This design comes from an exercise in tuning for small area and a short achievable clock period on the open sky130 flow, not from production work. RTL that was checked went through simulation tests only; none was proved equivalent to the original. No activity file was given, so power comes from the tool's default toggle rates.

## v18
Design mac_demo, start of the top module:
module mac_demo(input clk, input reset, input ena,
                input signed [15:0] k, input signed [15:0] x,
                output signed [31:0] acc_out);
Size: roughly 60 flip-flops, ~0.0083 mm^2 of cells after synthesis.
export LEC_CHECK = 0
export ABC_AREA = 1
export CAP_MARGIN = 20
export CORE_MARGIN = 2
export CORE_UTILIZATION = 40
export CTS_BUF_LIST = sky130_fd_sc_hd__clkbuf_4 sky130_fd_sc_hd__clkbuf_8
export PLACE_DENSITY = 0.8
export SETUP_SLACK_MARGIN = 2.7
export SLEW_MARGIN = 20
export SYNTH_HIERARCHICAL = 1
export SYNTH_MINIMUM_KEEP_SIZE = 0
create_clock -name core_clock -period 7.0 [get_ports {clk}]
standard.sh (not shown) runs the stock make flow with config.mk's settings and CLKGATE_MAP_FILE= SYNTH_SCRIPT=/design/flow/synth_recipe.tcl, a recipe that flattens the netlist after the stock synthesis.
==> flow/flow/run.sh <==
#!/bin/bash
# The standard layout (the standard.sh, unchanged synthesis), except that
# the port buffers are plain buffers and the clock-delay buffer cells are not
# used anywhere. The make output goes to standard.log; ORFS keeps each step's
# log under orfs/logs/.
set -uo pipefail
export BUFFER_PORTS_ARGS="-buffer_cell sky130_fd_sc_hd__buf_2"
export DONT_USE_CELLS="sky130_fd_sc_hd__clkdlybuf4s15_1 sky130_fd_sc_hd__clkdlybuf4s15_2 sky130_fd_sc_hd__clkdlybuf4s18_1 sky130_fd_sc_hd__clkdlybuf4s18_2 sky130_fd_sc_hd__clkdlybuf4s25_1 sky130_fd_sc_hd__clkdlybuf4s25_2 sky130_fd_sc_hd__clkdlybuf4s50_1 sky130_fd_sc_hd__clkdlybuf4s50_2"
bash standard.sh > standard.log 2>&1
Changes in v16 relative to v18:
Settings: a deleted PLACE_DENSITY that had been 0.8.
Notes after the runs:
Going from v18 to v16, final area went down; power lower; final critical delay including setup and external delays decreased 0.035 ns; flop-to-flop setup slack now sits lower.
Diff v16..v18 | number of nets in the layout | negligible
Between v16 and v18, the count of clock-buffer cells in the layout figures differ only marginally.
Wire length the detailed router placed on met1 grows by more than 10% when moving from v18 to v16.
v16 finished every step from synthesis to the final layout, and the layout passed the timing, DRC and antenna checks.

* * *

Another version of the RTL of mac_demo (not shown whole).
Size: ~850 cells after synthesis, about 56 flip-flops, about 67 I/O pins.
// mac_demo
module mac_demo(input clk, input reset, input ena,
                input signed [15:0] k, input signed [15:0] x,
                output signed [31:0] acc_out);
export LEC_CHECK = 0
export ABC_AREA = 1
export CAP_MARGIN = 20
export CORE_MARGIN = 2
export CORE_UTILIZATION = 40
export SETUP_SLACK_MARGIN = 2.0
export SLEW_MARGIN = 20
export SYNTH_HIERARCHICAL = 1
export SYNTH_MINIMUM_KEEP_SIZE = 0
create_clock -name core_clock -period 7.0 [get_ports {clk}]
Scripts as last shown in full above: flow/flow/run.sh
Edit:
==> flow/run.sh (new file) <==
#!/bin/bash
# synth_recipe.tcl (not shown) runs the flow's synth.tcl, then flattens the netlist and writes it again
# the make line also repeats each setting of config.mk as NAME=value (left out here)
make -C /OpenROAD-flow-scripts/flow DESIGN_CONFIG=/design/flow/config.mk WORK_HOME=/design/flow/orfs CLKGATE_MAP_FILE= SYNTH_SCRIPT=/design/flow/synth_recipe.tcl finish
removed: flow/flow/run.sh
removed: flow/standard.sh
Effect:
- first-iteration DRC count came out lower by 11%
- sequential share of layout area came out lower by 1.8 points
- wire length goes up by 11%
- clock skew barely changes
- worst setup slack gets worse by 0.066 ns
- utilization rose by 7.1 points
Edit:
- CORE_UTILIZATION: 40 -> 60
Wire length increases by 4.4%.
Count of clock-buffer cells in the layout increases by 1.
Power increases by 3.6%.
Cell area decreases by 0.90%.
Sequential cell count stays the same.
Register-to-register slack loses 0.17 ns.
First-iteration DRC count increases by 30%.
Setup slack loses 0.040 ns.
Final cell count decreases by 7.6%.

* * *

mac_demo, a different RTL version from the one above (not shown whole).
Size: about 61 flip-flops, roughly 67 I/O pins.
// mac_demo
module mac_demo(input clk, input reset, input ena,
                input signed [15:0] k, input signed [15:0] x,
                output signed [31:0] acc_out);
==> flow/config.mk <==
export PLATFORM = sky130hd
export DESIGN_NAME = mac_demo
export DESIGN_NICKNAME = mac_demo
export VERILOG_FILES = /design/flow/design.v
export SDC_FILE = /design/flow/constraint.sdc
export NUM_CORES = 4
export LEC_CHECK = 0
export ABC_AREA = 1
export CAP_MARGIN = 20
export CORE_MARGIN = 2
export CORE_UTILIZATION = 40
export CTS_BUF_LIST = sky130_fd_sc_hd__clkbuf_4 sky130_fd_sc_hd__clkbuf_8
export SETUP_SLACK_MARGIN = 2.8
export SLEW_MARGIN = 20
export SYNTH_HIERARCHICAL = 1
export SYNTH_MINIMUM_KEEP_SIZE = 0
==> flow/constraint.sdc <==
create_clock -name core_clock -period 7.0 [get_ports {clk}]
set_input_delay 1.4000 -clock core_clock [delete_from_list [all_inputs] [get_ports {clk}]]
set_output_delay 1.4000 -clock core_clock [all_outputs]
set_load 0.01 [all_outputs]
==> flow/flow/run.sh <==
#!/bin/bash
# The standard layout (the standard.sh, unchanged synthesis), except that
# the port buffers are plain buffers and the clock-delay buffer cells are not
# used anywhere. The make output goes to standard.log; ORFS keeps each step's
# log under orfs/logs/.
set -uo pipefail
export BUFFER_PORTS_ARGS="-buffer_cell sky130_fd_sc_hd__buf_2"
export DONT_USE_CELLS="sky130_fd_sc_hd__clkdlybuf4s15_1 sky130_fd_sc_hd__clkdlybuf4s15_2 sky130_fd_sc_hd__clkdlybuf4s18_1 sky130_fd_sc_hd__clkdlybuf4s18_2 sky130_fd_sc_hd__clkdlybuf4s25_1 sky130_fd_sc_hd__clkdlybuf4s25_2 sky130_fd_sc_hd__clkdlybuf4s50_1 sky130_fd_sc_hd__clkdlybuf4s50_2"
bash standard.sh > standard.log 2>&1
The first run finished clean.
Then changed:
- SETUP_SLACK_MARGIN: 2.8 -> 2.6
After rerunning: Utilization is lower by 1.5 points; setup slack is worse by 110 ps; clock power rises by about 5%; routed wire length came out lower by 4.3%; total power fell by 2.5%; cell area is lower by 3.2%; clock skew is lower by 5.7 ps; clock-buffer cell count decreases by 4; fmax falls by 2.5%.
Function was not checked in any run of this note: the RTL went through the layout flow alone.

-- separate check: timing with driven ports --
No port has a modelled driver above. Below, the same layouts with a new extraction and two added sets of constraints.
Step 1 (the two cells are an assumption about what drives the block):
set clk [get_ports {clk}]
set_driving_cell -lib_cell sky130_fd_sc_hd__clkbuf_16 $clk
set_driving_cell -lib_cell sky130_fd_sc_hd__buf_2 [delete_from_list [all_inputs] $clk]
Step 2 times the ports against the registers' clock, not the clock port: input delays grow and output delays shrink by t, the midpoint of the rising clock arrivals with the driver on.
Slacks: no drivers / after step 1 / after step 2; pairs: no drivers / after step 1.
run	shift t [ns]	setup WS [ns]	clock arrival spread, ns
v18	0.406	2.785 / 2.786 / 2.380	0.014 / 0.014
v16	0.402	2.819 / 2.816 / 2.420	0.014 / 0.014
the first run of note 2	0.351	2.147 / 2.175 / 1.823	0.009 / 0.009
the second run of note 2	0.350	2.081 / 2.095 / 1.745	0.009 / 0.010
the third run of note 2	0.347	2.041 / 2.054 / 1.706	0.004 / 0.003
the first run of note 3	0.407	2.834 / 2.827 / 2.420	0.018 / 0.018
the second run of note 3	0.417	2.727 / 2.736 / 2.319	0.013 / 0.012
After both steps every run listed still meets setup and hold. For the first run of note 3, which loses most, drivers alone change the setup slack by -0.007 ns; drivers and shift together by -0.414 ns.
